This design comes from an exercise in tuning for small area, a short achievable clock period and few clock cycles per item on the open sky130 flow, not from production work.
The RTL was checked by simulation tests, not by an equivalence proof against the original design.

Setup of v2:
## circuit8
module circuit8(a, b, c, zero, clk, rst, start, z, done);
    input [63:0] a, b, c, zero;
    input clk, rst;
    input start;
    output [63:0] z;
    output done;
    localparam K  = 8;                 
    reg         busy, first, done_r;
    reg  [5:0]  cnt;                   
    reg  [63:0] Zr;                    
    reg  [63:0] NR;                    
    reg  [63:0] ZR;                    
    reg  [63:0] C;                     
    wire [63:0] nrk;
    wire [5:0]  idx;
    MOD #(.K(K)) steps (.NR(NR), .C(C), .first(first), .cnt(cnt), .nrk(nrk), .idx(idx));
    wire fin = (idx == 6'd0);
    wire eq = (nrk == ~ZR);
    wire [63:0] am1, cp1;
    DEC #(.DATAWIDTH(64)) dec0 (.a(Zr), .d(am1));
    INC #(.DATAWIDTH(64)) inc0 (.a(C), .d(cp1));
    wire [63:0] res = eq ? am1 : cp1;
    always @(posedge clk) begin
        if (!busy) begin
            Zr <= a;
            NR <= ~a;
            C  <= c;
            ZR <= zero;
        end else begin
            NR <= nrk;
            if (fin) Zr <= res;
        end
    end
    always @(posedge clk) begin
  ...
For scale: roughly 4900 cells after synthesis, about 320 I/O pins, ~0.042 mm² of cells after synthesis.
Settings: LEC_CHECK=0, CAP_MARGIN=20, CORE_MARGIN=2, CORE_UTILIZATION=65, CTS_CLUSTER_DIAMETER=80, CTS_CLUSTER_SIZE=20, SETUP_SLACK_MARGIN=5, SLEW_MARGIN=20; clock period 250.0 ns.
standard.sh (not shown) runs the stock make flow with config.mk's settings and CLKGATE_MAP_FILE= SYNTH_SCRIPT=/design/flow/synth_recipe.tcl, a recipe that flattens the netlist after the stock synthesis.
==> flow/flow/run.sh <==
#!/bin/bash
# Standard layout, with the port buffers made of sky130_fd_sc_hd__buf_1
# instead of the delay buffer the placer would pick.
set -e
cp standard.sh standard_sh.log
export BUFFER_PORTS_ARGS="-buffer_cell sky130_fd_sc_hd__buf_1"
bash standard.sh > standard.log 2>&1
The flow did not stop early for v2: all stages ran, and the layout cleared the timing, design-rule and antenna checks.
Testbench counts of v2, summed over its fixed seeds: cycles 51,579, items 12,000.
What v7 does differently from v2 at the input level:
Settings: CTS_CLUSTER_DIAMETER removed (was 80); CORE_UTILIZATION changed from 65 to 25; SLEW_MARGIN changed from 20 to 0; CAP_MARGIN changed from 20 to 0; CTS_CLUSTER_SIZE removed (was 20).
--- outcome ---
- Placed wire-length estimate went up by more than 10% going from v2 to v7.
- The total die area reported for v7 is greater than that of v2 by 0.10 mm².
- v7 vs v2: worst setup slack down
- Final design instance area without fill ends up higher on v7.
- Any difference in complex-gate fraction of the synthesized area between v2 and v7 is small enough to ignore.
- v7: global-route wire length before repair higher than v2
The inputs of v14 differ from those of v7 as listed below.
Settings: CAP_MARGIN changed from 0 to 20; CTS_CLUSTER_SIZE newly set to 25; CTS_CLUSTER_DIAMETER newly set to 90; SLEW_MARGIN changed from 0 to 20; CORE_UTILIZATION changed from 25 to 50.
--- outcome ---
Going from v7 to v14, routed wire length went down; clock buffer count from CTS shrank by 12; total of plain and repair buffers excluding clock buffers level; number of nets in the final layout neither gained nor lost much. Per the comparison of v14 with v7, sequential share of layout area increased 0.68 points; detailed-route wire length per cell grew by 1.9 µm; count of clock-buffer cells in the layout down 26%; met2 usage in global routing has increased; synthesized cell count flat. For v7, the critical path startpoint was Zr[53], unlike v14, where it was Zr[0].
Here is what was changed in the inputs of v25 compared with v14.
Settings: CORE_UTILIZATION: 50 -> 25; CTS_BUF_LIST: unset -> sky130_fd_sc_hd__clkbuf_4 sky130_fd_sc_hd__clkbuf_8; CTS_CLUSTER_SIZE: 25 -> unset; CTS_CLUSTER_DIAMETER: 90 -> unset.
==> flow/run.sh (new file) <==
#!/bin/bash
# synth_recipe.tcl (not shown) runs the flow's synth.tcl, then flattens the netlist and writes it again
# the make line also repeats each setting of config.mk as NAME=value (left out here)
make -C /OpenROAD-flow-scripts/flow DESIGN_CONFIG=/design/flow/config.mk WORK_HOME=/design/flow/orfs CLKGATE_MAP_FILE= SYNTH_SCRIPT=/design/flow/synth_recipe.tcl finish
removed: flow/flow/run.sh
removed: flow/standard.sh
Notes after the runs:
Number of nets in the layout (v25 vs. v14) increases slightly
When v25 is set beside v14, its clock network latency to the later pin of the worst-skew pair turns out to be 0.08 ns larger.
Met1 layer wirelength in the final routing, v25 and v14: smaller value in v14
~same maximum clock skew at final layout in v25 and v14
v25 -> v14: number of buffers outside the clock class in the layout flat
For the shortest period the worst path allows, v25 came in 0.47 ns higher than v14 did.
### v25 -> v34
Settings: CTS_BUF_LIST: sky130_fd_sc_hd__clkbuf_4 sky130_fd_sc_hd__clkbuf_8 -> unset.
--- outcome ---
Compare v25 and v34 | worst-skew pair later-pin latency higher: v25. v34 vs. v25: via count of the first global-routing pass went down by about 0.6%. Final cell count without fillers shrinks slightly when moving from v25 to v34. Sequential share of the synthesized area came out exactly the same in v25 and v34. On final area, v25 and v34 are basically level.

[afterwards: timing with drivers on the ports]
How much do the figures lean on ideal ports? The routed layouts below were timed once more, with nothing changed but the port constraints. Step 1 (the two cells are an assumption about what drives the block):
set clk [get_ports {clk}]
set_driving_cell -lib_cell sky130_fd_sc_hd__clkbuf_16 $clk
set_driving_cell -lib_cell sky130_fd_sc_hd__buf_2 [delete_from_list [all_inputs] $clk]
Step 2 moves the port delays by t, midway between the first and last clock arrival at a register: inputs arrive t later, outputs are due t later. That takes back most of the time a late clock gives input paths. Three values: ideal ports, drivers, drivers and shift; two values: the first two.
run	t, ns	slack for setup (ns)	worst hold slack (ns)
v2	0.579	198.848 / 198.793 / 199.072	0.591 / 0.591 / 0.591
v7	0.634	198.795 / 198.748 / 198.881	0.597 / 0.597 / 0.597
v14	0.576	198.848 / 198.788 / 199.151	0.603 / 0.603 / 0.603
v25	0.639	198.379 / 198.333 / 198.513	0.605 / 0.605 / 0.605
v34	0.635	198.408 / 198.358 / 198.509	0.613 / 0.613 / 0.613
After both steps setup and hold are still met in every run listed.
